What follows belongs to an exercise in optimizing a design on an open flow for a short achievable clock period; a production flow would make more cautious choices.
Function was checked by simulation only, so behaviour that the tests miss may differ from the original.
Power is estimated from default activity; no workload was simulated.

### flow/design.v
`timescale 1ns / 1ps
module mux_2_1( CHOICE0 , CHOICE1 , SEL , OUT
    );
	 parameter DataPathSize = 2 ; 
	 input [ DataPathSize - 1 : 0 ] CHOICE0 , CHOICE1  ;
	 input SEL ;  
	 output [ DataPathSize - 1 : 0 ] OUT ;
	 reg [ DataPathSize - 1 : 0 ] OUT ; 
	 always @( CHOICE0 or CHOICE1 or SEL ) 
		begin 
			if ( SEL == 1 )
				begin 
					OUT = CHOICE1 ;
				end 
			else 
				begin 
					OUT = CHOICE0 ;
				end 
		end
endmodule
`timescale 1ns / 1ps
module mux_4_1( CHOICE0 , CHOICE1 , CHOICE2 , CHOICE3 , SEL , OUT
    );
	 parameter DataPathSize = 3 ; 
	 parameter CH0 = 2'b00 ,
				  CH1 = 2'b01 ,
				  CH2 = 2'b10 ,
				  CH3 = 2'b11 ;
	 input [ DataPathSize - 1 : 0 ] CHOICE0 , CHOICE1 , CHOICE2 , CHOICE3 ;
	 input [ 1  : 0 ] SEL ;  
	 output [ DataPathSize - 1 : 0 ] OUT ;
	 reg [ DataPathSize - 1 : 0 ] OUT ; 
	 always @( CHOICE0 or CHOICE1 or CHOICE2 or CHOICE3 or SEL ) 
		begin 
			case ( SEL ) 
				CH0: begin 
							OUT = CHOICE0 ;
					  end
				CH1: begin 
							OUT = CHOICE1 ;
					  end
				CH2: begin 
							OUT = CHOICE2 ;
					  end
				CH3: begin 
							OUT = CHOICE3 ;
					  end
			endcase
		end
endmodule
`timescale 1ns / 1ps
module mux8_1(CHOICE0 , CHOICE1 , CHOICE2 , CHOICE3 , CHOICE4 , CHOICE5 , CHOICE6 , CHOICE7 , SEL , OUT
    );
	 parameter DataPathSize = 2 ; 
	 parameter CH0 = 3'b000 ,
				  CH1 = 3'b001 ,
				  CH2 = 3'b010 ,
				  CH3 = 3'b011 ,
				  CH4 = 3'b100 ,
				  CH5 = 3'b101 ,
				  CH6 = 3'b110 ,
				  CH7 = 3'b111 ;
	 input [ DataPathSize - 1 : 0 ] CHOICE0 , CHOICE1 , CHOICE2 , CHOICE3 , CHOICE4 , CHOICE5 , CHOICE6 , CHOICE7;
	 input [ 2  : 0 ] SEL ;  
	 output [ DataPathSize - 1 : 0 ] OUT ;
	 reg [ DataPathSize - 1 : 0 ] OUT ; 
	 always @( CHOICE0 or CHOICE1 or CHOICE2 or CHOICE3  or CHOICE4 or CHOICE5  or CHOICE6 or CHOICE7 or SEL ) 
		begin 
			case ( SEL )  
				CH0: begin 
							OUT = CHOICE0 ;
					  end
				CH1: begin 
							OUT = CHOICE1 ;
					  end
				CH2: begin 
							OUT = CHOICE2 ;
					  end
				CH3: begin 
							OUT = CHOICE3 ;
					  end
			   CH4: begin 
							OUT = CHOICE4 ;
					  end
			   CH5: begin 
							OUT = CHOICE5 ;
					  end
				CH6: begin 
							OUT = CHOICE6 ;
					  end
			   CH7: begin 
							OUT = CHOICE7 ;
					  end
			endcase
		end
endmodule
`timescale 1ns / 1ps
module signextension( INPUT , OUTPUT 
    );
	 parameter INPUTSize  = 1 ,
				  OUTPUTSize = 2 ;
	 input [ INPUTSize - 1 : 0 ] INPUT ;
	 output [ OUTPUTSize - 1 : 0 ] OUTPUT ;
	 assign OUTPUT = { { (OUTPUTSize - INPUTSize) { INPUT[INPUTSize-1] }} , INPUT } ;
endmodule
`timescale 1ns / 1ps
module controlunit( OPCODE , ControlSignals
    );
	 parameter PCLOAD    = 0 ,
				  PCMUX1    = 1 ,
				  PCMUX2    = 2 ,
				  BRANCHE   = 3 ,
				  BRANCHNE  = 4 ,
				  REGWEN    = 5 ,
				  REGDMUX1  = 6 ,
				  REGDMUX2  = 7 ,
				  REGAMUX1  = 8 ,
				  REGAMUX2  = 9 ,
				  RAMWEN    = 10 ,
				  OUTWEN    = 11 ,
				  ALUOPB    = 12 ,
				  ALUMUX1   = 13 ,
				  ALUMUX2   = 14 ,
				  ALUMUX3   = 15 ;
	parameter  SIZE     = 16 ;    
	parameter  ALU  = 4'b0000 ,   
				  ADDI = 4'b0100 ,
				  ANDI = 4'b0101 ,
				  ORI  = 4'b0110 ,
				  LW   = 4'b0111 ,
				  SW   = 4'b1000 ,
				  J    = 4'b1011 ,
				  JAL  = 4'b1100 ,
				  JR   = 4'b0011 ,
				  BEQ  = 4'b1001 ,
				  BNE  = 4'b1010 ,
				  IN   = 4'b0001 ,
				  OUT  = 4'b0010 ,
				  NOP  = 4'b1110 ,
				  HLT  = 4'b1111 ;
	input [ 3 : 0 ] OPCODE ;
	output [ SIZE - 1 : 0 ] ControlSignals ;
	reg [ SIZE - 1 : 0 ] ControlSignals ;	  
	always @( OPCODE ) 
		begin 
			case ( OPCODE ) 
				ALU : 
					ControlSignals = 16'b000_0_0_0_00_00_1_00_00_1 ; 
				ADDI : 
					ControlSignals = 16'b010_1_0_0_01_00_1_00_00_1 ;
				ANDI : 
					ControlSignals = 16'b011_1_0_0_01_00_1_00_00_1 ;
				ORI : 
					ControlSignals = 16'b100_1_0_0_01_00_1_00_00_1 ;
				LW  : 
					ControlSignals = 16'b010_0_0_0_01_01_1_00_00_1 ;
				SW : 
					ControlSignals = 16'b010_0_0_1_00_01_0_00_00_1 ;
				J  : 
					ControlSignals = 16'b000_0_0_0_00_00_0_00_10_1 ;
				JAL : 
					ControlSignals = 16'b000_0_0_0_10_11_1_00_10_1 ;
				JR : 
					ControlSignals = 16'b000_0_0_0_00_00_0_00_11_1 ;
				BEQ : 
					ControlSignals = 16'b001_1_0_0_00_01_0_01_01_1 ;
				BNE : 
					ControlSignals = 16'b001_1_0_0_00_01_0_10_01_1 ;
				IN : 
					ControlSignals = 16'b000_0_0_0_00_10_1_00_00_1 ;
				OUT : 
					ControlSignals = 16'b000_0_1_0_00_00_0_00_00_1 ;
				HLT : 
					ControlSignals = 16'b000_0_0_0_00_00_0_00_00_0 ;
				NOP : 
					ControlSignals = 16'b000_0_0_0_00_00_0_00_00_1 ;
				default :  
					ControlSignals = 16'b000_0_0_0_00_00_0_00_00_1 ;
			endcase
		end
endmodule
`timescale 1ns / 1ps
module alu( OPERAND1 , OPERAND2 , FUNC , ZF , RESULT  
    );
	 parameter OperandSize =  2 ;  
	 parameter ADD = 3'b000 ,  
				  SUB = 3'b001 ,  
				  AND = 3'b010 ,  
				  OR  = 3'b011 ,  
				  NOR = 3'b100 ,  
				  XOR = 3'b101 ,  
				  SLL = 3'b110 ,  
				  SRL = 3'b111 ;  
	 input [ OperandSize - 1 : 0 ] OPERAND1 , OPERAND2 ;  
	 input [ 3 - 1 : 0 ] FUNC ;   
	 output ZF ;   
	 output [ OperandSize - 1 : 0 ] RESULT ;  
	 reg [ OperandSize - 1 : 0 ] RESULT ;  
	 always @( OPERAND1 or OPERAND2 or FUNC )
		begin : EXCUTE_FUNC
			case ( FUNC ) 
				ADD : begin : ADD_OPERATION  
							RESULT = OPERAND1 + OPERAND2 ;
						end
				SUB : begin : SUN_OPERATION  
							RESULT = OPERAND1 - OPERAND2 ;
						end
				AND : begin : AND_OPERATION  
							RESULT = OPERAND1 & OPERAND2 ;
						end
				OR  : begin : OR_OPERATION  
							RESULT = OPERAND1 | OPERAND2 ;
						end
				NOR : begin : NOR_OPERATION  
							RESULT = ~(OPERAND1 | OPERAND2) ;
						end
				XOR : begin : XOR_OPERATION  
							RESULT = OPERAND1 ^ OPERAND2 ;
						end
				SLL : begin : SLL_OPERATION  
							RESULT = ( OPERAND1 << 1 ) ;
						end
				SRL : begin : SRL_OPERATION  
							RESULT = ( OPERAND1 >> 1 ) ;
						end
			endcase
		end
		assign ZF = RESULT? 1'b0 : 1'b1 ;  
endmodule
`timescale 1ns / 1ps
module registerfile( ADD1 , ADD2 , WADD , CLK , WEN , R1 , R2 , DATAIN , RESET
    );
	 parameter DataWidth = 16 ,
				  AddWidth  = 3 ;
	 input [ AddWidth - 1 : 0 ] ADD1 , ADD2 , WADD ;  
	 input [ DataWidth - 1 : 0 ] DATAIN ;
	 input CLK ; 
	 input WEN ;   
	 input RESET ;
	 integer i ;
	 output [ DataWidth - 1 : 0 ] R1 , R2 ;
	 reg [ DataWidth - 1 : 0 ] MEM [ 0 : ( 1 << AddWidth) - 1 ] ;
	 always @( posedge CLK or posedge RESET ) 
		begin 
		if ( RESET == 1 ) 
			begin 
				for ( i = 0 ; i < ( 1 << AddWidth) ; i = i + 1 )
				MEM[i]  <= 0 ;
			end
		else
			begin
				if ( WEN == 1 )
					begin 
						MEM [ WADD ] <= DATAIN ;
					end
				else   ;
			end
		end 
		assign R1 = MEM [ ADD1 ] ,
			    R2 = MEM [ ADD2 ] ;
endmodule
`timescale 1ns / 1ps
module programcounter( INDATA , OUTDATA , CLK , RESET , LOAD
    );
	 parameter DataSize = 2 ;
	 input [ DataSize - 1 : 0 ] INDATA ;  
	 input CLK ;  
	 input RESET ;  
	 input LOAD ;  
	 output [ DataSize - 1 : 0 ] OUTDATA ;
	 reg [ DataSize - 1 : 0 ] OUTDATA ;
	 always @( posedge CLK or posedge RESET )
		begin 
			if ( RESET == 1 )
				begin 
					OUTDATA <= 0 ;
				end 
			else 
				begin 
					if (LOAD == 1) 
						begin
							OUTDATA <= INDATA ;
                  end
               else   ;						
				end
		end
endmodule
`timescale 1ns / 1ps
module datamem( ADD , DATAIN , DATAOUT , CLK , WEN
    ); 
	 parameter AddWidth  = 2 ,  
				  DataWidth = 2 ;  
	 input [ DataWidth - 1 : 0 ]  DATAIN ;  
	 input [ AddWidth  - 1 : 0 ]  ADD ;  
	 input CLK ;  
	 input WEN ;  
	 output [ DataWidth - 1 : 0 ] DATAOUT ;  
	 reg [ DataWidth - 1 : 0 ] MEM [ 0 : ( 1 << AddWidth ) - 1 ] ;  
	 always @( posedge CLK ) 
		begin : WRITE_PROCESS
			if (WEN == 1)  
				begin 
					MEM [ ADD ] <= DATAIN ;  
				end 
			else   ;
		end
		assign DATAOUT = MEM [ ADD ] ;  
endmodule
`timescale 1ns / 1ps
module input_port( INPUT , INPUTD
    );
	 parameter InSize = 2 ,
				  DataSize = 4 ;
	 input [ InSize - 1 : 0 ] INPUT ;
	 output [ DataSize - 1 : 0 ] INPUTD ;	 
	 reg [ DataSize - 1 : 0 ] INPUTD ;
		always @(INPUT) 
			INPUTD = INPUT ;
endmodule
`timescale 1ns / 1ps
module output_port( DATA , OUT , Load , CLK
    );
	 parameter OutSize = 2 ;  
	 input [ OutSize - 1 : 0] DATA ;  
	 input Load ;  
	 input CLK ;   
	 output [ OutSize - 1 : 0 ] OUT ;  
	 reg [ OutSize - 1 : 0 ] OUT ;  
	 always @( posedge CLK ) 
		begin  
			if ( Load == 1) 
				begin  
					OUT <= DATA ;   
				end 
			else ;  
		end
endmodule
`timescale 1ns / 1ps
module Microprocessor( INPUT , OUTPUT , ClK , RESET , IADDR , IDATA
    );
	 parameter InputPortSize  = 4 ,  
			 OutputPortSize = 16 ,  
			 BusWidth = 16 ;
	 input [ InputPortSize - 1 : 0 ] INPUT ;  
	 input ClK ;  
	 input RESET ;  
	 output [ OutputPortSize -1 : 0 ] OUTPUT ;  
	 output [ BusWidth - 1 : 0 ] IADDR ;  
	 input  [ BusWidth - 1 : 0 ] IDATA ;  
	 wire M_RESET , ZeroFlag ;
	 wire [ 15  : 0 ] Control , INPUTD ;
	 wire [ BusWidth - 1 : 0 ] PCOUT , PCINC , PCJUMP , PCIN , PCOFFSET , PCOFFSETM ;
	 wire [ BusWidth - 1 : 0 ] INS , OFFSET ;
	 wire [ 2 : 0 ] WADD , ALUFUNC ;
	 wire [ BusWidth - 1 : 0 ] RFDATA , R1 , R2 ;
	 wire [ BusWidth - 1 : 0 ] ALUB , ALURESULT ;
	 wire [ BusWidth - 1 : 0 ] RAMOUT ;
	 wire BRANCH ;
	  controlunit CU ( .OPCODE(INS[15:12]) , .ControlSignals(Control)
    );
	  mux_2_1#(16) BRANCHMUX ( .CHOICE0(PCINC) , .CHOICE1(PCOFFSET) ,    
	          .SEL(BRANCH) , .OUT(PCOFFSETM)
    );
	 mux_4_1#(16) PCMUX ( .CHOICE0(PCINC) , .CHOICE1(PCOFFSETM) , .CHOICE2(PCJUMP) , 
	                 .CHOICE3(R1) , .SEL(Control[2:1]) , 
						  .OUT(PCIN) 
    );
	 programcounter#(16) PC ( .INDATA(PCIN) , .OUTDATA(PCOUT) , 
	                 .CLK(ClK) , .RESET(M_RESET) , .LOAD(Control[0])
    );
	 assign IADDR = PCOUT ;
	 assign INS = IDATA ;
	 mux_4_1#(3) WREGMUX ( .CHOICE0(INS[5:3]) , .CHOICE1(INS[8:6]) , .CHOICE2(3'b111) , 
	          .CHOICE3(INS[5:3]) , .SEL(Control[9:8]) , .OUT(WADD)
    );
	 signextension#(6,16) SIGNEXTENSION ( .INPUT(INS[5:0]) , .OUTPUT(OFFSET) 
    );
	 registerfile RF ( .ADD1(INS[11:9]) , .ADD2(INS[8:6]) , .WADD(WADD) , 
	               .CLK(ClK) , .WEN(Control[5]) , 
						.R1(R1) , .R2(R2) , .DATAIN(RFDATA) , .RESET(M_RESET)
    );
	 mux_4_1#(16) DATAINMUX ( .CHOICE0(ALURESULT) , .CHOICE1(RAMOUT) , .CHOICE2(INPUTD) , 
	                          .CHOICE3(PCINC) , .SEL(Control[7:6]) , .OUT(RFDATA)
    );
	 mux_2_1#(16) ALUBOPERAND ( .CHOICE0(R2) , .CHOICE1(OFFSET) , 
	          .SEL(Control[12]) , .OUT(ALUB)
    );
	 mux8_1#(3) ALUCU ( .CHOICE0(INS[2:0]) , .CHOICE1(3'b001) , .CHOICE2(3'b000) , 
	                    .CHOICE3(3'b010) , .CHOICE4(3'b011) , .CHOICE5(3'b000) , 
							  .CHOICE6(3'b000) , .CHOICE7(3'b000) , .SEL(Control[15:13]) , 
							  .OUT(ALUFUNC)
    );
	 alu#(16) ALU ( .OPERAND1(R1) , .OPERAND2(ALUB) , 
	               .FUNC(ALUFUNC) , .ZF(ZeroFlag) , .RESULT(ALURESULT)  
    );
	 datamem#(7,16) RAM ( .ADD(R1[6:0]) , .DATAIN(R2) , .DATAOUT(RAMOUT) , 
								 .CLK(ClK) , .WEN(Control[10]) 
	 );
	 output_port#(16) OUTPUTPORT ( .DATA(R1) , .OUT(OUTPUT) , 
	                               .Load(Control[11]) , .CLK(ClK)
    );
	 input_port#(4,16) instance_name (
    .INPUT(INPUT), 
    .INPUTD(INPUTD)
    );
	 assign PCINC = PCOUT + 1 ;
	 assign PCJUMP = PCOUT[15:12] + INS[11:0] ;
	 assign M_RESET = ~RESET ;
	 assign PCOFFSET = OFFSET + PCOUT + 1 ;
	 assign BRANCH = (Control[3] && (!ZeroFlag)) || (Control[4] && (ZeroFlag)) ; 
endmodule
### flow/run.sh
#!/bin/bash
# synth_recipe.tcl (not shown) runs the flow's synth.tcl, then flattens the netlist and writes it again
# the make line also repeats each setting of config.mk as NAME=value (left out here)
make -C /OpenROAD-flow-scripts/flow DESIGN_CONFIG=/design/flow/config.mk WORK_HOME=/design/flow/orfs CLKGATE_MAP_FILE= SYNTH_SCRIPT=/design/flow/synth_recipe.tcl finish
### flow/config.mk
export PLATFORM = sky130hd
export DESIGN_NAME = Microprocessor
export DESIGN_NICKNAME = Microprocessor
export VERILOG_FILES = /design/flow/design.v
export SDC_FILE = /design/flow/constraint.sdc
export NUM_CORES = 4
export LEC_CHECK = 0
export CAP_MARGIN = 20
export CORE_MARGIN = 2
export CORE_UTILIZATION = 40
export SLEW_MARGIN = 20
### flow/constraint.sdc
create_clock -name core_clock -period 8.0 [get_ports {ClK}]
set_input_delay 1.6000 -clock core_clock [delete_from_list [all_inputs] [get_ports {ClK}]]
set_output_delay 1.6000 -clock core_clock [all_outputs]
set_load 0.01 [all_outputs]
==> results of run 1 <==
-- synth_stat cells (all sizes together) (10+ instances only) --
library cell	count
and3	35
o31ai	13
o311ai	11
o211ai	89
clkbuf	187
o21ai	196
mux2	94
o22a	17
a211oi	30
nand2	1211
o221ai	117
nand4	18
nor3	50
a221oi	61
a31oi	128
a311oi	109
a21oi	259
buf	285
or3	11
and2	10
nor2b	21
a221o	12
xor2	16
or2	10
ha	74
o21a	11
inv	65
a22oi	19
xnor2	47
a222oi	10
o22ai	317
edfxtp	2064
o2111ai	12
dfrtp	144
nand2b	23
mux2i	79
nor4	23
a21o	15
nand3	406
nor2	456
-- sequential cells by signal, indices dropped and copies added (netlist names) --
| signal | flops |
|---|---|
| PC.OUTDATA | 16 |
| OUTPUTPORT.OUT | 16 |
| RAM.MEM | 2048 |
| RF.MEM | 128 |
-- critical path, stage by stage --
cell and delay [ns]:
sky130_fd_sc_hd__clkdlybuf4s50_1 0.53, sky130_fd_sc_hd__inv_1 0.10, sky130_fd_sc_hd__ha_1 0.31, sky130_fd_sc_hd__and3b_1 0.22
sky130_fd_sc_hd__nor2_1 0.22, sky130_fd_sc_hd__buf_4 0.23, sky130_fd_sc_hd__mux2i_4 0.30, sky130_fd_sc_hd__inv_2 0.11
sky130_fd_sc_hd__nor4_4 0.34, sky130_fd_sc_hd__nand2_1 0.09, sky130_fd_sc_hd__nor2_1 0.30, sky130_fd_sc_hd__a31oi_1 0.16
sky130_fd_sc_hd__xnor2_1 0.17, sky130_fd_sc_hd__ha_1 0.37, sky130_fd_sc_hd__o21a_1 0.23, sky130_fd_sc_hd__o21a_1 0.16
sky130_fd_sc_hd__o22ai_1 0.27, sky130_fd_sc_hd__nor2_1 0.09, sky130_fd_sc_hd__a211oi_1 0.34, sky130_fd_sc_hd__o21a_1 0.23
sky130_fd_sc_hd__o31ai_4 0.08, sky130_fd_sc_hd__nor3_4 0.29, sky130_fd_sc_hd__mux2i_4 0.30, sky130_fd_sc_hd__buf_12 0.16
sky130_fd_sc_hd__buf_12 0.14, sky130_fd_sc_hd__mux2i_1 0.20, sky130_fd_sc_hd__o22ai_1 0.11
-- metal layers --
layer  vias up  GRT usage
li1      27070          -
met1     32520     0.3808
met2      4037     0.4380
met3       843    0.06620
met4        12     0.1450
met5         -          0
-- power groups by stage --
stage	logic, mW	clock network [mW]	registers [mW]
2_1_floorplan	6.83	0	14.7
4_1_cts	13.6	10.4	14.6
5_1_grt	14.5	10.8	14.6
3_3_place_gp	13.5	0	14.8
3_5_place_dp	13.6	0	14.8
6_report	14.0	10.3	14.6
-- stage by stage --
stage	util	hold slack (ns)
3_3_place_gp	0.4339	0.4834
6_report	0.4659	0.5062
4_1_cts	0.4655	0.5024
2_1_floorplan	-	0.4552
3_5_place_dp	0.4341	0.4885
5_1_grt	0.4659	0.5528
-- placed cells by master, fill, tap and decap left out, types with 74 or more instances in the layout --
cell type                   synthesis  routed
sky130_fd_sc_hd__a311oi_1         109     108
sky130_fd_sc_hd__mux2_2            91      91
sky130_fd_sc_hd__nor2_1           454     402
sky130_fd_sc_hd__dfrtp_1          144     144
sky130_fd_sc_hd__nand2_1         1211    1192
sky130_fd_sc_hd__o22ai_1          316     316
sky130_fd_sc_hd__a21oi_1          257     251
sky130_fd_sc_hd__o221ai_1         117     117
sky130_fd_sc_hd__ha_1              74      74
sky130_fd_sc_hd__o211ai_1          89      89
sky130_fd_sc_hd__edfxtp_1        2064    2064
sky130_fd_sc_hd__mux2i_1           77      77
sky130_fd_sc_hd__clkbuf_16          0     227
sky130_fd_sc_hd__o21ai_0          180     179
sky130_fd_sc_hd__nand3_1          406     404
sky130_fd_sc_hd__buf_4             32     475
sky130_fd_sc_hd__a31oi_1          128     128
-- logic make-up after synthesis --
kind of cell | after synthesis | share of synthesized area
xor+xnor | 63 | 0.006013
mux | 182 | 0.02267
compound gates | 1512 | 0.1125
buf+inv | 541 | 0.02773
simple gates | 2295 | 0.1057
flops | 2208 | 0.7146
fa+ha+maj | 77 | 0.01074
-- how the worst min path moves through the flow --
stage	start	end	slack, ns	depth (start not counted)
global route	RF.MEM[7][10]	RF.MEM[7][10]	0.55	2
finish	RF.MEM[4][12]	RF.MEM[4][12]	0.51	2
global placement	RF.MEM[4][13]	RF.MEM[4][13]	0.48	2
floorplan	RF.MEM[4][12]	RF.MEM[4][12]	0.46	2
CTS	RF.MEM[4][12]	RF.MEM[4][12]	0.50	2
detailed placement	RF.MEM[4][12]	RF.MEM[4][12]	0.49	2
-- layout make-up --
cell class	instances	area [um^2]	share of cell area
antenna	4	10.01	0.00009434
clock buffer	276	5864	0.05527
clock inverter	138	1299	0.01224
inverter	69	292.8	0.002760
multi-input combinational	4129	24130	0.2274
sequential	2208	65580	0.6181
tap	3009	3765	0.03549
timing repair buffer	584	5154	0.04858
==> out/qor.csv, run 1 <==
metric,value,unit
outcome,finished clean,
cell accounting for the most synthesized area,sky130_fd_sc_hd__edfxtp_1,
starting density of the core,0.4030,
FMAX,0.1440,GHz
data arrival time of the critical path,7.66,ns
power density normalized to cell area,366.8,mW/mm^2
die span in y,483.0,um
routed length on met2,152400,um
total track usage,0.2857,
first-pass GRT wire length,474800,um
proportion of power drawn by flip-flops and latches,0.374,
number of max-cap violations,0,
number of cells on the worst reg-to-reg path,25,
sequential element share of the synthesized area,0.7146,
"Warnings, synthesis",12,
largest fanout on the critical path,11,
aggregate global routing overflow,0,
clock input transition at the sequential cells of the worst setup and hold paths,0.06,ns
Synth Register Bits,2208,
leading post-synthesis cells by cell area,"sky130_fd_sc_hd__edfxtp_1 (68%), sky130_fd_sc_hd__nand2_1 (5.0%), sky130_fd_sc_hd__dfrtp_1 (3.9%), sky130_fd_sc_hd__nand3_1 (2.2%), sky130_fd_sc_hd__o22ai_1 (2.2%)",
count of endpoints failing setup in the final report,0,
Post-Synthesis Net Count,6977,
CTS root buffer,sky130_fd_sc_hd__clkbuf_16,
die boundary width,483.0,um
floorplan row count,175,
Met1 Routed Length,128800,um
Total Die Area,0.2333,mm^2
Core Box Area,0.2277,mm^2
# H-tree levels,4,
final worst-path setup slack,1.055,ns
met3 routed wirelength,36930,um
maximum number of pins on one net before global-route repair,129,
overall via count from detail_route,64480,
summed area of non-filler cells in the final layout,0.1061,mm^2
CTS tree,yes,
critical path class,primary input to flip-flop,
end of the worst register-to-register path,PC.OUTDATA[12],
fillcell total,20020,
insertion delay of the later-clocked pin in the worst-skew pair,0.88,ns
Post-Syn Area per Cell,13.34,um^2
unrepaired setup endpoints after global routing,no,
critical path capture point type,flip-flop,
combinational share of power,0.361,
CP Data Required Time,8.72,ns
instance area at placement,0.09884,mm^2
WL final,338900,um
highest ir drop seen on vdd,0.2658,mV
startpoint class of the critical path,primary input,
input/output buffers,53,
worst slew slack as a fraction of its limit,0.2208,
number of sinks driven by the clock tree,2208,
setup clock skew after layout,0.03795,ns
number of enable-type register cells in the synthesized netlist,2064,
"Slew Viols, Final",0,
via/cell ratio,6.190,
worst reg2reg path startpoint,RF.MEM[6][3],
share of the clock period used by the worst path after layout,0.8681,
DPL Wire Length,213300,um
WL per Instance,32.53,um
Remaining DRCs,0,
total negative slack,0,ns
final layout net count,7315,
summed instance area of the synthesized netlist,0.09177,mm^2
post-CTS sizing,0,
fin crit period,6.945,ns
leakage component of the power,35.94,nW
number of unique standard cell types used by synthesis,96,
filler-free cell count of the finished design,10420,
setup repair bufs after CTS,0,
fraction of power consumed by the clock network,0.265,
TritonRoute pass-1 iters,6,
total net switching power,15.15,mW
commonest register cell after synthesis,sky130_fd_sc_hd__edfxtp_1,
slew at the pin closest to its max-slew limit,1.169,ns
PnR Total Power,38.92,mW
number of hold-repair buffers added at the cts stage,0,
timing endpoint of the critical path,PC.OUTDATA[12],
Register-to-Register Setup Slack,2.18,ns
worst slack at placement,0.2368,ns
switching share of power,0.3893,
last weighted congestion value of the routability-driven placer,0.9669,
antenna-violating nets left,0,
Post-Synthesis Cells,6878,
share of the synthesized area in the top cell type,0.6754,
Setup crit start,IDATA[12],
area growth from synthesis to final layout,15.61,%
placed insts,9997,
layout cells sized above 1,0.1468,
TritonCTS Buffers,224,
first-iteration detailed-routing DRC count,9378,
internal power,23.76,mW
Async SR Flop Fraction,0.06522,
Final Hold Violating Endpoints,0,
boundary pin count,54,
clock tree buffer depth,3,
top routing layer used,met5,
antenna violations before repair,13,
path category of the worst min-delay check,flip-flop to flip-flop,
vias in the first global route,60510,
==> run 2: changes to the inputs <==
--- a/flow/design.v
+++ b/flow/design.v
@@ -340,72 +340,186 @@
     );
-	 parameter InputPortSize  = 4 ,  
-			 OutputPortSize = 16 ,  
+	 parameter InputPortSize  = 4 ,
+			 OutputPortSize = 16 ,
 			 BusWidth = 16 ;
-	 input [ InputPortSize - 1 : 0 ] INPUT ;  
-	 input ClK ;  
-	 input RESET ;  
-	 output [ OutputPortSize -1 : 0 ] OUTPUT ;  
-	 output [ BusWidth - 1 : 0 ] IADDR ;  
-	 input  [ BusWidth - 1 : 0 ] IDATA ;  
-	 wire M_RESET , ZeroFlag ;
-	 wire [ 15  : 0 ] Control , INPUTD ;
-	 wire [ BusWidth - 1 : 0 ] PCOUT , PCINC , PCJUMP , PCIN , PCOFFSET , PCOFFSETM ;
-	 wire [ BusWidth - 1 : 0 ] INS , OFFSET ;
-	 wire [ 2 : 0 ] WADD , ALUFUNC ;
-	 wire [ BusWidth - 1 : 0 ] RFDATA , R1 , R2 ;
-	 wire [ BusWidth - 1 : 0 ] ALUB , ALURESULT ;
-	 wire [ BusWidth - 1 : 0 ] RAMOUT ;
-	 wire BRANCH ;
-	  controlunit CU ( .OPCODE(INS[15:12]) , .ControlSignals(Control)
-    );
-	  mux_2_1#(16) BRANCHMUX ( .CHOICE0(PCINC) , .CHOICE1(PCOFFSET) ,    
-	          .SEL(BRANCH) , .OUT(PCOFFSETM)
-    );
-	 mux_4_1#(16) PCMUX ( .CHOICE0(PCINC) , .CHOICE1(PCOFFSETM) , .CHOICE2(PCJUMP) , 
-	                 .CHOICE3(R1) , .SEL(Control[2:1]) , 
-						  .OUT(PCIN) 
-    );
-	 programcounter#(16) PC ( .INDATA(PCIN) , .OUTDATA(PCOUT) , 
-	                 .CLK(ClK) , .RESET(M_RESET) , .LOAD(Control[0])
-    );
-	 assign IADDR = PCOUT ;
-	 assign INS = IDATA ;
-	 mux_4_1#(3) WREGMUX ( .CHOICE0(INS[5:3]) , .CHOICE1(INS[8:6]) , .CHOICE2(3'b111) , 
-	          .CHOICE3(INS[5:3]) , .SEL(Control[9:8]) , .OUT(WADD)
-    );
-	 signextension#(6,16) SIGNEXTENSION ( .INPUT(INS[5:0]) , .OUTPUT(OFFSET) 
-    );
-	 registerfile RF ( .ADD1(INS[11:9]) , .ADD2(INS[8:6]) , .WADD(WADD) , 
-	               .CLK(ClK) , .WEN(Control[5]) , 
-						.R1(R1) , .R2(R2) , .DATAIN(RFDATA) , .RESET(M_RESET)
-    );
-	 mux_4_1#(16) DATAINMUX ( .CHOICE0(ALURESULT) , .CHOICE1(RAMOUT) , .CHOICE2(INPUTD) , 
-	                          .CHOICE3(PCINC) , .SEL(Control[7:6]) , .OUT(RFDATA)
-    );
-	 mux_2_1#(16) ALUBOPERAND ( .CHOICE0(R2) , .CHOICE1(OFFSET) , 
-	          .SEL(Control[12]) , .OUT(ALUB)
-    );
-	 mux8_1#(3) ALUCU ( .CHOICE0(INS[2:0]) , .CHOICE1(3'b001) , .CHOICE2(3'b000) , 
-	                    .CHOICE3(3'b010) , .CHOICE4(3'b011) , .CHOICE5(3'b000) , 
-							  .CHOICE6(3'b000) , .CHOICE7(3'b000) , .SEL(Control[15:13]) , 
-							  .OUT(ALUFUNC)
-    );
-	 alu#(16) ALU ( .OPERAND1(R1) , .OPERAND2(ALUB) , 
-	               .FUNC(ALUFUNC) , .ZF(ZeroFlag) , .RESULT(ALURESULT)  
-    );
-	 datamem#(7,16) RAM ( .ADD(R1[6:0]) , .DATAIN(R2) , .DATAOUT(RAMOUT) , 
-								 .CLK(ClK) , .WEN(Control[10]) 
-	 );
-	 output_port#(16) OUTPUTPORT ( .DATA(R1) , .OUT(OUTPUT) , 
-	                               .Load(Control[11]) , .CLK(ClK)
-    );
-	 input_port#(4,16) instance_name (
-    .INPUT(INPUT), 
-    .INPUTD(INPUTD)
-    );
-	 assign PCINC = PCOUT + 1 ;
-	 assign PCJUMP = PCOUT[15:12] + INS[11:0] ;
-	 assign M_RESET = ~RESET ;
-	 assign PCOFFSET = OFFSET + PCOUT + 1 ;
-	 assign BRANCH = (Control[3] && (!ZeroFlag)) || (Control[4] && (ZeroFlag)) ; 
+	 input [ InputPortSize - 1 : 0 ] INPUT ;
+	 input ClK ;
+	 input RESET ;
+	 output [ OutputPortSize -1 : 0 ] OUTPUT ;
+	 output [ BusWidth - 1 : 0 ] IADDR ;
+	 input  [ BusWidth - 1 : 0 ] IDATA ;
+	 reg [15:0]   pc ;
+	 reg [127:0]  rfv ;         
+	 reg [2047:0] memv ;        
+	 reg [15:0]   outr ;
+	 assign IADDR  = pc ;
+	 assign OUTPUT = outr ;
+	 wire [15:0] i = IDATA ;
+	 wire [3:0] op = i[15:12] ;
+	 wire [2:0] rs = i[11:9] , rt = i[8:6] , rd = i[5:3] , fn = i[2:0] ;
+	 wire [15:0] imm = { {10{i[5]}} , i[5:0] } ;
+	 wire isALU  = op == 4'b0000 ;
+	 wire isIN   = op == 4'b0001 ;
+	 wire isOUT  = op == 4'b0010 ;
+	 wire isJR   = op == 4'b0011 ;
+	 wire isADDI = op == 4'b0100 ;
+	 wire isANDI = op == 4'b0101 ;
+	 wire isORI  = op == 4'b0110 ;
+	 wire isLW   = op == 4'b0111 ;
+	 wire isSW   = op == 4'b1000 ;
+	 wire isBEQ  = op == 4'b1001 ;
+	 wire isBNE  = op == 4'b1010 ;
+	 wire isJ    = op == 4'b1011 ;
+	 wire isJAL  = op == 4'b1100 ;
+	 wire isHLT  = op == 4'b1111 ;
+	 wire [7:0] rsh , rth , rdh ;
+	 genvar k , j ;
+	 generate
+		for ( k = 0 ; k < 8 ; k = k + 1 ) begin : g_dec
+			assign rsh[k] = rs == k ;
+			assign rth[k] = rt == k ;
+			assign rdh[k] = rd == k ;
+		end
+	 endgenerate
+	 wire [7:0]   eqk ;           
+	 wire [79:0]  rincv , rdecv ;  
+	 wire [1023:0] adec ;         
+	 wire [127:0] rmem ;          
+	 wire [127:0] raddi ;         
+	 generate
+		for ( k = 0 ; k < 8 ; k = k + 1 ) begin : g_pre
+			wire [15:0] r = rfv[16*k +: 16] ;
+			wire hi1 = &r[15:5] ;
+			wire hi0 = ~|r[15:5] ;
+			assign eqk[k] = ( r[4:0] == i[4:0] ) & ( i[5] ? hi1 : hi0 ) ;
+			assign rincv[10*k +: 10] = r[15:6] + 10'd1 ;
+			assign rdecv[10*k +: 10] = r[15:6] - 10'd1 ;
+			for ( j = 0 ; j < 128 ; j = j + 1 ) begin : g_ad
+				assign adec[128*k + j] = r[6:0] == j ;
+			end
+			reg [15:0] rd_k ;
+			integer m ;
+			always @* begin
+				rd_k = 16'd0 ;
+				for ( m = 0 ; m < 128 ; m = m + 1 )
+					rd_k = rd_k | ( {16{adec[128*k + m]}} & memv[16*m +: 16] ) ;
+			end
+			assign rmem[16*k +: 16] = rd_k ;
+			wire [6:0] lo = { 1'b0 , r[5:0] } + { 1'b0 , i[5:0] } ;
+			wire [9:0] hi = ( lo[6] & ~i[5] ) ? rincv[10*k +: 10] :
+			                ( ~lo[6] & i[5] ) ? rdecv[10*k +: 10] : r[15:6] ;
+			assign raddi[16*k +: 16] = { hi , lo[5:0] } ;
+		end
+	 endgenerate
+	 reg [15:0] A , B ;
+	 reg [15:0] ramout , addi ;
+	 reg        eq ;
+	 reg [127:0] asel ;
+	 integer n ;
+	 always @* begin
+		A = 16'd0 ; B = 16'd0 ; ramout = 16'd0 ; addi = 16'd0 ; eq = 1'b0 ; asel = 128'd0 ;
+		for ( n = 0 ; n < 8 ; n = n + 1 ) begin
+			A    = A    | ( {16{rsh[n]}} & rfv[16*n +: 16] ) ;
+			B    = B    | ( {16{rth[n]}} & rfv[16*n +: 16] ) ;
+			ramout = ramout | ( {16{rsh[n]}} & rmem[16*n +: 16] ) ;
+			addi   = addi   | ( {16{rsh[n]}} & raddi[16*n +: 16] ) ;
+			eq   = eq   | ( rsh[n] & eqk[n] ) ;
+			asel = asel | ( {128{rsh[n]}} & adec[128*n +: 128] ) ;
+		end
+	 end
+	 wire [127:0] psum , pdif ;    
+	 wire [1023:0] sumv , difv ;   
+	 generate
+		for ( k = 0 ; k < 8 ; k = k + 1 ) begin : g_pv
+			for ( j = 0 ; j < 8 ; j = j + 1 ) begin : g_pj
+				if ( j < k ) begin : g_sym
+					assign sumv[16*(8*k+j) +: 16] = sumv[16*(8*j+k) +: 16] ;
+				end else begin : g_add
+					assign sumv[16*(8*k+j) +: 16] = rfv[16*k +: 16] + rfv[16*j +: 16] ;
+				end
+				if ( j == k ) begin : g_zero
+					assign difv[16*(8*k+j) +: 16] = 16'd0 ;
+				end else begin : g_sub
+					assign difv[16*(8*k+j) +: 16] = rfv[16*k +: 16] - rfv[16*j +: 16] ;
+				end
+			end
+		end
+		for ( k = 0 ; k < 8 ; k = k + 1 ) begin : g_pair
+			wire [127:0] s_k = sumv[128*k +: 128] ;
+			wire [127:0] d_k = difv[128*k +: 128] ;
+			reg [15:0] ss , dd ;
+			integer m ;
+			always @* begin
+				ss = 16'd0 ; dd = 16'd0 ;
+				for ( m = 0 ; m < 8 ; m = m + 1 ) begin
+					ss = ss | ( {16{rth[m]}} & s_k[16*m +: 16] ) ;
+					dd = dd | ( {16{rth[m]}} & d_k[16*m +: 16] ) ;
+				end
+			end
+			assign psum[16*k +: 16] = ss ;
+			assign pdif[16*k +: 16] = dd ;
+		end
+	 endgenerate
+	 reg [15:0] sum_ab , dif_ab ;
+	 always @* begin
+		sum_ab = 16'd0 ; dif_ab = 16'd0 ;
+		for ( n = 0 ; n < 8 ; n = n + 1 ) begin
+			sum_ab = sum_ab | ( {16{rsh[n]}} & psum[16*n +: 16] ) ;
+			dif_ab = dif_ab | ( {16{rsh[n]}} & pdif[16*n +: 16] ) ;
+		end
+	 end
+	 wire [15:0] pc1 = pc + 16'd1 ;
+	 wire s_add = isALU & ( fn == 3'b000 ) ;
+	 wire s_sub = isALU & ( fn == 3'b001 ) ;
+	 wire s_and = isALU & ( fn == 3'b010 ) ;
+	 wire s_or  = isALU & ( fn == 3'b011 ) ;
+	 wire s_nor = isALU & ( fn == 3'b100 ) ;
+	 wire s_xor = isALU & ( fn == 3'b101 ) ;
+	 wire s_shl = isALU & ( fn == 3'b110 ) ;
+	 wire s_shr = isALU & ( fn == 3'b111 ) ;
+	 wire [15:0] wdata =
+		  ( {16{s_add}}  & sum_ab )
+		| ( {16{s_sub}}  & dif_ab )
+		| ( {16{s_and}}  & ( A & B ) )
+		| ( {16{s_or}}   & ( A | B ) )
+		| ( {16{s_nor}}  & ~( A | B ) )
+		| ( {16{s_xor}}  & ( A ^ B ) )
+		| ( {16{s_shl}}  & { A[14:0] , 1'b0 } )
+		| ( {16{s_shr}}  & { 1'b0 , A[15:1] } )
+		| ( {16{isADDI}} & addi )
+		| ( {16{isANDI}} & ( A & imm ) )
+		| ( {16{isORI}}  & ( A | imm ) )
+		| ( {16{isLW}}   & ramout )
+		| ( {16{isIN}}   & { 12'd0 , INPUT } )
+		| ( {16{isJAL}}  & pc1 ) ;
+	 wire wrd = isALU | isIN ;
+	 wire wrt = isADDI | isANDI | isORI | isLW ;
+	 wire [7:0] rwe = ( {8{wrd}} & rdh ) | ( {8{wrt}} & rth ) | { isJAL , 7'd0 } ;
+	 wire [6:0]  lo_bt = { 1'b0 , pc1[5:0] } + { 1'b0 , i[5:0] } ;
+	 wire        cb6 = lo_bt[6] ;
+	 wire [9:0]  p1inc = pc1[15:6] + 10'd1 ;
+	 wire [9:0]  p1dec = pc1[15:6] - 10'd1 ;
+	 wire [9:0]  hi_bt = ( cb6 & ~i[5] ) ? p1inc : ( ~cb6 & i[5] ) ? p1dec : pc1[15:6] ;
+	 wire [15:0] btgt = { hi_bt , lo_bt[5:0] } ;
+	 wire [15:0] jtgt = { 3'b000 , { 1'b0 , i[11:0] } + { 9'd0 , pc[15:12] } } ;
+	 wire taken = ( isBEQ & ~eq ) | ( isBNE & eq ) ;
+	 wire [15:0] pcn = isHLT ? pc :
+	                   ( isJ | isJAL ) ? jtgt :
+	                   isJR ? A :
+	                   taken ? btgt : pc1 ;
+	 always @( posedge ClK or negedge RESET )
+		if ( !RESET ) pc <= 16'd0 ;
+		else pc <= pcn ;
+	 generate
+		for ( k = 0 ; k < 8 ; k = k + 1 ) begin : g_rf
+			always @( posedge ClK or negedge RESET )
+				if ( !RESET ) rfv[16*k +: 16] <= 16'd0 ;
+				else if ( rwe[k] ) rfv[16*k +: 16] <= wdata ;
+		end
+		for ( j = 0 ; j < 128 ; j = j + 1 ) begin : g_mem
+			always @( posedge ClK )
+				if ( isSW & asel[j] ) memv[16*j +: 16] <= B ;
+		end
+	 endgenerate
+	 always @( posedge ClK )
+		if ( isOUT ) outr <= A ;
 endmodule
--- a/flow/config.mk
+++ b/flow/config.mk
@@ -7,5 +7,8 @@
 export LEC_CHECK = 0
+export ABC_CLOCK_PERIOD_IN_PS = 2000
 export CAP_MARGIN = 20
 export CORE_MARGIN = 2
-export CORE_UTILIZATION = 40
+export CORE_UTILIZATION = 50
+export SETUP_SLACK_MARGIN = 4.5
 export SLEW_MARGIN = 20
+export TNS_END_PERCENT = 5
==> out/qor.csv, run 2 <==
metric,value,unit,change
Synth Register Bits,2208,,unchanged
Post-Synthesis Cells,35590,,+420%
Async SR Flop Fraction,0.06522,,unchanged
clock tree buffer depth,4,,+1
boundary pin count,54,,unchanged
stage where the run ended,global routing,,
xor and xnor area share after synthesis,0.03568,,+0.02966
input/output buffers,53,,unchanged
vias in the first global route,462500,,
Post-Synthesis Net Count,37080,,+430%
total track usage,1.521,,
cell accounting for the most synthesized area,sky130_fd_sc_hd__edfxtp_1,,
floorplan row count,277,,+58%
number of enable-type register cells in the synthesized netlist,2064,,unchanged
aggregate global routing overflow,250400,,
post-synthesis compound-gate area fraction,0.3859,,+0.2734
TritonCTS Buffers,230,,+2.7%
first-pass GRT wire length,5689000,um,
most frequent cell after synthesis,sky130_fd_sc_hd__a22oi_1,,
share of the synthesized area in the top cell type,0.2178,,-0.4575
CTS root buffer,sky130_fd_sc_hd__clkbuf_16,,
summed instance area of the synthesized netlist,0.2845,mm^2,+210%
outcome,aborted with a tool error,,
die boundary width,758.4,um,+57%
Synth Area in Simple Gates,0.1551,,+0.04946
Tool Error,[ERROR GRT-0116] Global routing finished with congestion. Check the congestion regions in the DRC Viewer.,,
number of sinks driven by the clock tree,2208,,unchanged
DPL Wire Length,2952000,um,+1300%
number of hold-repair buffers added at the cts stage,0,,unchanged
last weighted congestion value of the routability-driven placer,2.776,,+190%
post-synthesis mux area share,0.04644,,+0.02377
top cells by instance count after synthesis,"sky130_fd_sc_hd__a22oi_1 (4345), sky130_fd_sc_hd__clkbuf_1 (3170), sky130_fd_sc_hd__nor2_1 (2474)",,
"Warnings, synthesis",1,,-11
leading post-synthesis cells by cell area,"sky130_fd_sc_hd__edfxtp_1 (22%), sky130_fd_sc_hd__a22oi_1 (11%), sky130_fd_sc_hd__ha_1 (6.0%), sky130_fd_sc_hd__clkbuf_1 (4.2%), sky130_fd_sc_hd__a21oi_1 (3.3%)",,
largest family of logic cells by synthesized area,compound AO/OA/AOI/OAI gates,,
commonest register cell after synthesis,sky130_fd_sc_hd__edfxtp_1,,
number of unique standard cell types used by synthesis,112,,+17%
# H-tree levels,4,,unchanged
Post-Syn Area per Cell,7.995,um^2,-40%
die span in y,758.4,um,+57%
starting density of the core,0.5009,,+0.09789
area share of fa/ha/maj cells after synthesis,0.06682,,+0.05607
sequential element share of the synthesized area,0.2305,,-0.4842
maximum number of pins on one net before global-route repair,129,,
## run 2: per-layer routing
layer,overflow,global-route usage
met1,69910,1.425
met2,142800,2.167
met3,18400,1.091
met4,16570,1.190
met5,2725,1.056
## run 2: worst min-delay path by stage
stage	startpoint	slack (ns)	cells after the start	end
after floorplan	pc[11]	0.56	2	pc[11]
after global placement	rfv[110]	0.51	1	rfv[110]
after detailed placement	rfv[110]	0.50	1	rfv[110]
after CTS	RESET	0.42	1	rfv[30]
## run 2: kinds of logic after synthesis
| group | after synthesis |
|---|---|
| flops | 2208 |
| mux | 1227 |
| compound gates | 15050 |
| fa+ha+maj | 1463 |
| xor+xnor | 1159 |
| simple gates | 8765 |
| buf+inv | 5722 |
## run 2: power by group through the flow
stage	registers (mW)	clock network, mW	logic [mW]
3_3_place_gp	15.6	0	88.4
2_1_floorplan	14.7	0	41.7
4_1_cts	14.4	11.3	99.4
3_5_place_dp	15.6	0	88.8
## run 2: per-stage QoR
stage	instance area, um^2	setup slack, ns	total power [mW]	cells	util
floorplan	285400	1.578	56.39	35590	-
global placement	313300	0.2639	104.0	41790	0.5516
detailed placement	314200	0.8971	104.4	41830	0.5532
CTS	345500	2.814	125.1	43430	0.6082
## run 2: what timing repair did
item	CTS
setup buffers	1057
setup endpoints to repair	4274
pin swaps	346
resized for setup	2207
cloned	104
==> run 3: changes to the inputs <==
--- a/flow/design.v
+++ b/flow/design.v
@@ -374,3 +374,3 @@
 	 wire [7:0] rsh , rth , rdh ;
-	 genvar k , j ;
+	 genvar k , j , n2 ;
 	 generate
@@ -385,3 +385,2 @@
 	 wire [1023:0] adec ;         
-	 wire [127:0] rmem ;          
 	 wire [127:0] raddi ;         
@@ -398,10 +397,2 @@
 			end
-			reg [15:0] rd_k ;
-			integer m ;
-			always @* begin
-				rd_k = 16'd0 ;
-				for ( m = 0 ; m < 128 ; m = m + 1 )
-					rd_k = rd_k | ( {16{adec[128*k + m]}} & memv[16*m +: 16] ) ;
-			end
-			assign rmem[16*k +: 16] = rd_k ;
 			wire [6:0] lo = { 1'b0 , r[5:0] } + { 1'b0 , i[5:0] } ;
@@ -412,59 +403,44 @@
 	 endgenerate
-	 reg [15:0] A , B ;
-	 reg [15:0] ramout , addi ;
 	 reg        eq ;
-	 reg [127:0] asel ;
 	 integer n ;
 	 always @* begin
-		A = 16'd0 ; B = 16'd0 ; ramout = 16'd0 ; addi = 16'd0 ; eq = 1'b0 ; asel = 128'd0 ;
+		eq = 1'b0 ;
 		for ( n = 0 ; n < 8 ; n = n + 1 ) begin
-			A    = A    | ( {16{rsh[n]}} & rfv[16*n +: 16] ) ;
-			B    = B    | ( {16{rth[n]}} & rfv[16*n +: 16] ) ;
-			ramout = ramout | ( {16{rsh[n]}} & rmem[16*n +: 16] ) ;
-			addi   = addi   | ( {16{rsh[n]}} & raddi[16*n +: 16] ) ;
 			eq   = eq   | ( rsh[n] & eqk[n] ) ;
-			asel = asel | ( {128{rsh[n]}} & adec[128*n +: 128] ) ;
 		end
 	 end
-	 wire [127:0] psum , pdif ;    
-	 wire [1023:0] sumv , difv ;   
+	 wire [127:0] asel ;
+	 wire [15:0]  ramout ;
 	 generate
-		for ( k = 0 ; k < 8 ; k = k + 1 ) begin : g_pv
-			for ( j = 0 ; j < 8 ; j = j + 1 ) begin : g_pj
-				if ( j < k ) begin : g_sym
-					assign sumv[16*(8*k+j) +: 16] = sumv[16*(8*j+k) +: 16] ;
-				end else begin : g_add
-					assign sumv[16*(8*k+j) +: 16] = rfv[16*k +: 16] + rfv[16*j +: 16] ;
-				end
-				if ( j == k ) begin : g_zero
-					assign difv[16*(8*k+j) +: 16] = 16'd0 ;
-				end else begin : g_sub
-					assign difv[16*(8*k+j) +: 16] = rfv[16*k +: 16] - rfv[16*j +: 16] ;
-				end
+		for ( j = 0 ; j < 128 ; j = j + 1 ) begin : g_asel
+			wire [7:0] ac ;
+			for ( n2 = 0 ; n2 < 8 ; n2 = n2 + 1 ) begin : g_c
+				assign ac[n2] = adec[128*n2 + j] ;
 			end
+			mp_sel8 u_a ( .s( rsh ) , .d( ac ) , .y( asel[j] ) ) ;
 		end
-		for ( k = 0 ; k < 8 ; k = k + 1 ) begin : g_pair
-			wire [127:0] s_k = sumv[128*k +: 128] ;
-			wire [127:0] d_k = difv[128*k +: 128] ;
-			reg [15:0] ss , dd ;
-			integer m ;
-			always @* begin
-				ss = 16'd0 ; dd = 16'd0 ;
-				for ( m = 0 ; m < 8 ; m = m + 1 ) begin
-					ss = ss | ( {16{rth[m]}} & s_k[16*m +: 16] ) ;
-					dd = dd | ( {16{rth[m]}} & d_k[16*m +: 16] ) ;
-				end
+		for ( j = 0 ; j < 16 ; j = j + 1 ) begin : g_rd
+			wire [127:0] col ;
+			for ( n2 = 0 ; n2 < 128 ; n2 = n2 + 1 ) begin : g_col
+				assign col[n2] = memv[16*n2 + j] ;
 			end
-			assign psum[16*k +: 16] = ss ;
-			assign pdif[16*k +: 16] = dd ;
+			mp_sel128 u_rd ( .s( asel ) , .d( col ) , .y( ramout[j] ) ) ;
 		end
 	 endgenerate
-	 reg [15:0] sum_ab , dif_ab ;
-	 always @* begin
-		sum_ab = 16'd0 ; dif_ab = 16'd0 ;
-		for ( n = 0 ; n < 8 ; n = n + 1 ) begin
-			sum_ab = sum_ab | ( {16{rsh[n]}} & psum[16*n +: 16] ) ;
-			dif_ab = dif_ab | ( {16{rsh[n]}} & pdif[16*n +: 16] ) ;
+	 wire [15:0] sum_ab , dif_ab , addi ;
+	 wire [15:0] A , B ;
+	 generate
+		for ( j = 0 ; j < 16 ; j = j + 1 ) begin : g_fin
+			wire [7:0] c1 , c4 ;
+			for ( n2 = 0 ; n2 < 8 ; n2 = n2 + 1 ) begin : g_c
+				assign c1[n2] = rfv[16*n2 + j] ;
+				assign c4[n2] = raddi[16*n2 + j] ;
+			end
+			mp_sel8 u_a ( .s( rsh ) , .d( c1 ) , .y( A[j] ) ) ;
+			mp_sel8 u_b ( .s( rth ) , .d( c1 ) , .y( B[j] ) ) ;
+			mp_sel8 u_4 ( .s( rsh ) , .d( c4 ) , .y( addi[j] ) ) ;
 		end
-	 end
+	 endgenerate
+	 mp_add16 u_add ( .a( A ) , .b( B ) , .y( sum_ab ) ) ;
+	 mp_sub16 u_sub ( .a( A ) , .b( B ) , .y( dif_ab ) ) ;
 	 wire [15:0] pc1 = pc + 16'd1 ;
@@ -478,6 +454,4 @@
 	 wire s_shr = isALU & ( fn == 3'b111 ) ;
-	 wire [15:0] wdata =
-		  ( {16{s_add}}  & sum_ab )
-		| ( {16{s_sub}}  & dif_ab )
-		| ( {16{s_and}}  & ( A & B ) )
+	 wire [15:0] rest =
+		  ( {16{s_and}}  & ( A & B ) )
 		| ( {16{s_or}}   & ( A | B ) )
@@ -487,8 +461,16 @@
 		| ( {16{s_shr}}  & { 1'b0 , A[15:1] } )
-		| ( {16{isADDI}} & addi )
 		| ( {16{isANDI}} & ( A & imm ) )
 		| ( {16{isORI}}  & ( A | imm ) )
-		| ( {16{isLW}}   & ramout )
 		| ( {16{isIN}}   & { 12'd0 , INPUT } )
 		| ( {16{isJAL}}  & pc1 ) ;
+	 wire [15:0] nrest = ~rest ;
+	 wire [15:0] wdata ;
+	 generate
+		for ( j = 0 ; j < 16 ; j = j + 1 ) begin : g_wd
+			wire t1 , t2 ;
+			mp_a22oi u_1 ( .a( s_add ) , .b( sum_ab[j] ) , .c( s_sub ) , .d( dif_ab[j] ) , .y( t1 ) ) ;
+			mp_a22oi u_2 ( .a( isADDI ) , .b( addi[j] ) , .c( isLW ) , .d( ramout[j] ) , .y( t2 ) ) ;
+			mp_nand3 u_3 ( .a( t1 ) , .b( t2 ) , .c( nrest[j] ) , .y( wdata[j] ) ) ;
+		end
+	 endgenerate
 	 wire wrd = isALU | isIN ;
@@ -525 +507,160 @@
 endmodule
+module mp_a22oi ( a , b , c , d , y ) ;
+	input a , b , c , d ;
+	output y ;
+	assign y = ~( ( a & b ) | ( c & d ) ) ;
+endmodule
+module mp_nand4 ( a , b , c , d , y ) ;
+	input a , b , c , d ;
+	output y ;
+	assign y = ~( a & b & c & d ) ;
+endmodule
+module mp_nor4 ( a , b , c , d , y ) ;
+	input a , b , c , d ;
+	output y ;
+	assign y = ~( a | b | c | d ) ;
+endmodule
+module mp_sel8 ( s , d , y ) ;
+	input [7:0] s , d ;
+	output y ;
+	wire [3:0] t ;
+	genvar m ;
+	generate
+		for ( m = 0 ; m < 4 ; m = m + 1 ) begin : g
+			mp_a22oi u ( .a( s[2*m] ) , .b( d[2*m] ) , .c( s[2*m+1] ) , .d( d[2*m+1] ) , .y( t[m] ) ) ;
+		end
+	endgenerate
+	mp_nand4 u_o ( .a( t[0] ) , .b( t[1] ) , .c( t[2] ) , .d( t[3] ) , .y( y ) ) ;
+endmodule
+module mp_sel128 ( s , d , y ) ;
+	input [127:0] s , d ;
+	output y ;
+	wire [15:0] t ;
+	wire [3:0] u ;
+	genvar m ;
+	generate
+		for ( m = 0 ; m < 16 ; m = m + 1 ) begin : g8
+			mp_sel8 u8 ( .s( s[8*m +: 8] ) , .d( d[8*m +: 8] ) , .y( t[m] ) ) ;
+		end
+		for ( m = 0 ; m < 4 ; m = m + 1 ) begin : g32
+			mp_nor4 u4 ( .a( t[4*m] ) , .b( t[4*m+1] ) , .c( t[4*m+2] ) , .d( t[4*m+3] ) , .y( u[m] ) ) ;
+		end
+	endgenerate
+	mp_nand4 u_o ( .a( u[0] ) , .b( u[1] ) , .c( u[2] ) , .d( u[3] ) , .y( y ) ) ;
+endmodule
+module mp_xor2 ( a , b , y ) ;
+	input a , b ;
+	output y ;
+	assign y = a ^ b ;
+endmodule
+module mp_xnor2 ( a , b , y ) ;
+	input a , b ;
+	output y ;
+	assign y = ~( a ^ b ) ;
+endmodule
+module mp_and2 ( a , b , y ) ;
+	input a , b ;
+	output y ;
+	assign y = a & b ;
+endmodule
+module mp_and2b ( a , b , y ) ;    
+	input a , b ;
+	output y ;
+	assign y = a & ~b ;
+endmodule
+module mp_or2 ( a , b , y ) ;
+	input a , b ;
+	output y ;
+	assign y = a | b ;
+endmodule
+module mp_a21o ( a1 , a2 , b1 , y ) ;
+	input a1 , a2 , b1 ;
+	output y ;
+	assign y = ( a1 & a2 ) | b1 ;
+endmodule
+module mp_inv ( a , y ) ;
+	input a ;
+	output y ;
+	assign y = ~a ;
+endmodule
+module mp_nand3 ( a , b , c , y ) ;
+	input a , b , c ;
+	output y ;
+	assign y = ~( a & b & c ) ;
+endmodule
+module mp_ks16 ( g , p , y ) ;
+	parameter CIN = 0 ;
+	input [15:0] g , p ;
+	output [15:0] y ;
+	wire [15:0] G0 , P0 , G1 , P1 , G2 , P2 , G3 , P3 , G4 , P4 ;
+	genvar i ;
+	generate
+		if ( CIN ) begin : g_c1
+			mp_or2 u_g0 ( .a( g[0] ) , .b( p[0] ) , .y( G0[0] ) ) ;
+		end else begin : g_c0
+			assign G0[0] = g[0] ;
+		end
+		assign G0[15:1] = g[15:1] ;
+		assign P0 = p ;
+		for ( i = 0 ; i < 16 ; i = i + 1 ) begin : g_l
+			if ( i >= 1 ) begin : l1
+				mp_a21o u_g ( .a1( P0[i] ) , .a2( G0[i-1] ) , .b1( G0[i] ) , .y( G1[i] ) ) ;
+				mp_and2 u_p ( .a( P0[i] ) , .b( P0[i-1] ) , .y( P1[i] ) ) ;
+			end else begin : k1
+				assign G1[i] = G0[i] ; assign P1[i] = P0[i] ;
+			end
+			if ( i >= 2 ) begin : l2
+				mp_a21o u_g ( .a1( P1[i] ) , .a2( G1[i-2] ) , .b1( G1[i] ) , .y( G2[i] ) ) ;
+				mp_and2 u_p ( .a( P1[i] ) , .b( P1[i-2] ) , .y( P2[i] ) ) ;
+			end else begin : k2
+				assign G2[i] = G1[i] ; assign P2[i] = P1[i] ;
+			end
+			if ( i >= 4 ) begin : l3
+				mp_a21o u_g ( .a1( P2[i] ) , .a2( G2[i-4] ) , .b1( G2[i] ) , .y( G3[i] ) ) ;
+				mp_and2 u_p ( .a( P2[i] ) , .b( P2[i-4] ) , .y( P3[i] ) ) ;
+			end else begin : k3
+				assign G3[i] = G2[i] ; assign P3[i] = P2[i] ;
+			end
+			if ( i >= 8 ) begin : l4
+				mp_a21o u_g ( .a1( P3[i] ) , .a2( G3[i-8] ) , .b1( G3[i] ) , .y( G4[i] ) ) ;
+			end else begin : k4
+				assign G4[i] = G3[i] ;
+			end
+			if ( i == 0 ) begin : s0
+				if ( CIN ) begin : c1
+					mp_inv u_s ( .a( p[0] ) , .y( y[0] ) ) ;
+				end else begin : c0
+					assign y[0] = p[0] ;
+				end
+			end else begin : s1
+				mp_xor2 u_s ( .a( p[i] ) , .b( G4[i-1] ) , .y( y[i] ) ) ;
+			end
+		end
+	endgenerate
+endmodule
+module mp_add16 ( a , b , y ) ;
+	input [15:0] a , b ;
+	output [15:0] y ;
+	wire [15:0] g , p ;
+	genvar i ;
+	generate
+		for ( i = 0 ; i < 16 ; i = i + 1 ) begin : g_pg
+			mp_and2 u_g ( .a( a[i] ) , .b( b[i] ) , .y( g[i] ) ) ;
+			mp_xor2 u_p ( .a( a[i] ) , .b( b[i] ) , .y( p[i] ) ) ;
+		end
+	endgenerate
+	mp_ks16 #( 0 ) u_ks ( .g( g ) , .p( p ) , .y( y ) ) ;
+endmodule
+module mp_sub16 ( a , b , y ) ;
+	input [15:0] a , b ;
+	output [15:0] y ;
+	wire [15:0] g , p ;
+	genvar i ;
+	generate
+		for ( i = 0 ; i < 16 ; i = i + 1 ) begin : g_pg
+			mp_and2b u_g ( .a( a[i] ) , .b( b[i] ) , .y( g[i] ) ) ;
+			mp_xnor2 u_p ( .a( a[i] ) , .b( b[i] ) , .y( p[i] ) ) ;
+		end
+	endgenerate
+	mp_ks16 #( 1 ) u_ks ( .g( g ) , .p( p ) , .y( y ) ) ;
+endmodule
--- a/flow/config.mk
+++ b/flow/config.mk
@@ -7,8 +7,9 @@
 export LEC_CHECK = 0
-export ABC_CLOCK_PERIOD_IN_PS = 2000
-export CAP_MARGIN = 20
+export CAP_MARGIN = 50
 export CORE_MARGIN = 2
-export CORE_UTILIZATION = 50
+export CORE_UTILIZATION = 35
 export SETUP_SLACK_MARGIN = 4.5
-export SLEW_MARGIN = 20
+export SLEW_MARGIN = 70
+export SYNTH_HIERARCHICAL = 1
+export SYNTH_MINIMUM_KEEP_SIZE = 0
 export TNS_END_PERCENT = 5
==> out/qor.csv, run 3 <==
metric,value,unit,change
"most common cell after layout, fill and taps aside",sky130_fd_sc_hd__edfxtp_1,,
WL final,439800,um,
overall via count from detail_route,80660,,
CTS tree,yes,,
count of endpoints failing setup in the final report,0,,
Post-Synthesis Cells,7677,,-78%
antenna-violating nets left,0,,
TritonRoute pass-1 iters,9,,
slowest stage cell on the critical path,sky130_fd_sc_hd__nand4_1,,
via/cell ratio,6.168,,
final core occ,0.4343,,
die span in y,562.7,um,-26%
die boundary width,562.7,um,-26%
number of sinks driven by the clock tree,2208,,unchanged
final layout net count,8877,,
"Slew Viols, Final",0,,
path category of the worst min-delay check,primary input to async pin,,
Core Box Area,0.3111,mm^2,
TritonCTS Buffers,229,,-0.43%
Post-Synthesis Net Count,7818,,-79%
leakage component of the power,43.09,nW,
insertion delay of the later-clocked pin in the worst-skew pair,0.95,ns,
"Most flops, register",memv,,
"Warnings, synthesis",7,,+6
worst slew slack as a fraction of its limit,0.6309,,
Total Die Area,0.3167,mm^2,
sequential cell area,0.06574,mm^2,
worst slack at placement,1.470,ns,+0.5729 ns
vias in the first global route,77030,,
area growth from synthesis to final layout,23.66,%,
layout cells sized above 1,0.4359,,
largest fanout on the critical path,10,,
# H-tree levels,4,,unchanged
Levels on crit path,18,,
critical path capture point type,flip-flop,,
crit path buf inv count,8,,
Final Hold Violating Endpoints,0,,
worst reg2reg path startpoint,rfv[34],,
clock tree buffer depth,4,,unchanged
number of hold-repair buffers added at the cts stage,0,,unchanged
last weighted congestion value of the routability-driven placer,1.095,,-61%
power density normalized to cell area,257.3,mW/mm^2,
starting density of the core,0.3512,,-0.1497
Largest regs,"memv x2048, rfv x128",,
number of cells on the worst reg-to-reg path,14,,
first-pass GRT wire length,609100,um,
CTS root buffer,sky130_fd_sc_hd__clkbuf_16,,
placed insts,12390,,-70%
CP Data Required Time,8.77,ns,
slew at the pin closest to its max-slew limit,0.5517,ns,
Top Family by Delay on Critical Path,simple AND/OR/NAND/NOR gates,,
aggregate global routing overflow,0,,
Remaining DRCs,0,,
fillcell total,27710,,
Post-Syn Area per Cell,14.23,um^2,+78%
fin crit period,4.934,ns,
data arrival time of the critical path,5.70,ns,
maximum number of pins on one net before global-route repair,65,,
unrepaired setup endpoints after global routing,yes,,
crit-path max cell delay,0.40,ns,
floorplan row count,205,,-26%
final worst-path setup slack,3.066,ns,
outcome,finished clean,,
clock input transition at the sequential cells of the worst setup and hold paths,0.06,ns,
first-iteration detailed-routing DRC count,10680,,
end of the worst register-to-register path,rfv[110],,
PnR Total Power,34.77,mW,
total track usage,0.2683,,
Largest register FFs,2048,,
DPL Wire Length,291000,um,-90%
startpoint class of the critical path,primary input,,
number of max-cap violations,0,,
antenna violations before repair,14,,
input/output buffers,53,,unchanged
boundary pin count,54,,unchanged
FMAX,0.2027,GHz,
worst-path cell chain,buf_16 > and3b_4 > buf_12 > buf_16 > buf_16 > buf_4 > a22oi_2 > nand4_1 > buf_4 > buf_4 > a22oi_2 > nand4_1 > nor4_4 > buf_6 > nand4_1 > a22oi_2 > nand3_4 > mux2_2,,
filler-free cell count of the finished design,13080,,
share of the clock period used by the worst path after layout,0.6168,,
most frequent cells in the layout,"sky130_fd_sc_hd__edfxtp_1 (2064), sky130_fd_sc_hd__a22oi_2 (1760), sky130_fd_sc_hd__nor2_1 (1109)",,
Register-to-Register Setup Slack,3.09,ns,
multi-input gate area in the final layout,0.04567,mm^2,
critical path class,primary input to flip-flop,,
WL per Instance,33.63,um,
highest ir drop seen on vdd,0.1954,mV,
setup clock skew after layout,0.07589,ns,
summed instance area of the synthesized netlist,0.1093,mm^2,-62%
-- run 3: routing by layer --
layer	vias to the layer above	share of wire	global-route usage
li1	33220	-	-
met1	41300	0.40	0.3537
met2	4827	0.43	0.3952
met3	1304	0.10	0.07840
met4	12	0.069	0.1457
met5	-	0.00068	0.006476
-- run 3: final cells by class --
cell class,instances,share of cell area
well taps,4140,0.03834
diodes,6,0.0001111
inverters,121,0.003417
multi-input cells,5133,0.3380
clock inverters,159,0.01241
clock buffers,266,0.04407
repair buffers,1043,0.07708
flip-flops and latches,2208,0.4866
-- run 3: how the worst max path moves through the flow --
stage	from	endpoint
after floorplan	IDATA[11]	rfv[108]
after global placement	IDATA[10]	rfv[106]
after global routing	rfv[81]	rfv[40]
after CTS	IDATA[9]	rfv[110]
after detailed placement	IDATA[9]	rfv[126]
final	IDATA[9]	rfv[114]
-- run 3: power breakdown --
| group | switching, mW | internal [mW] |
|---|---|---|
| sequential | 0.991 | 13.5 |
| combinational | 6.43 | 2.94 |
| clock | 4.62 | 6.25 |
| total | 12.0 | 22.7 |
-- run 3: what timing repair did --
item,CTS,global route
resized for setup,263,98
endpoints found under the setup margin,2562,233
buffers inserted,119,88
pin swaps,181,78
gates cloned,22,9
-- run 3: stage by stage --
stage               hold WS, ns  instance area (um^2)  setup TNS (ns)
finish                   0.4782                135100               0
global route             0.4639                135100               0
CTS                      0.4352                133400               0
detailed placement       0.6218                123100               0
global placement         0.6028                118000               0
floorplan                0.5947                109700        -2657.70

static timing again, ports no longer ideal:
How much do the figures lean on ideal ports? The routed layouts below were timed once more, with nothing changed but the port constraints.
Step 1 (the two cells are an assumption about what drives the block):
set clk [get_ports {ClK}]
set_driving_cell -lib_cell sky130_fd_sc_hd__clkbuf_16 $clk
set_driving_cell -lib_cell sky130_fd_sc_hd__buf_2 [delete_from_list [all_inputs] $clk]
Step 2 adds t to the input delays and takes it off the output delays; t is the mean of the earliest and latest rising clock arrival at the registers after step 1. Input paths then give back, and output paths get back, about the clock's delay inside the block.
Slacks: no drivers / after step 1 / after step 2; pairs: no drivers / after step 1.
run	t (ns)	setup WS [ns]	worst slew at a driven data input, ns	cell pins on the clock port's net
run 1	0.960	1.055 / 1.115 / 0.155	0.06	1
run 3	1.010	3.066 / 2.977 / 1.967	0.24	1
After both steps every run listed still meets setup and hold. For run 3, which loses most, drivers alone change the setup slack by -0.089 ns; drivers and shift together by -1.099 ns.
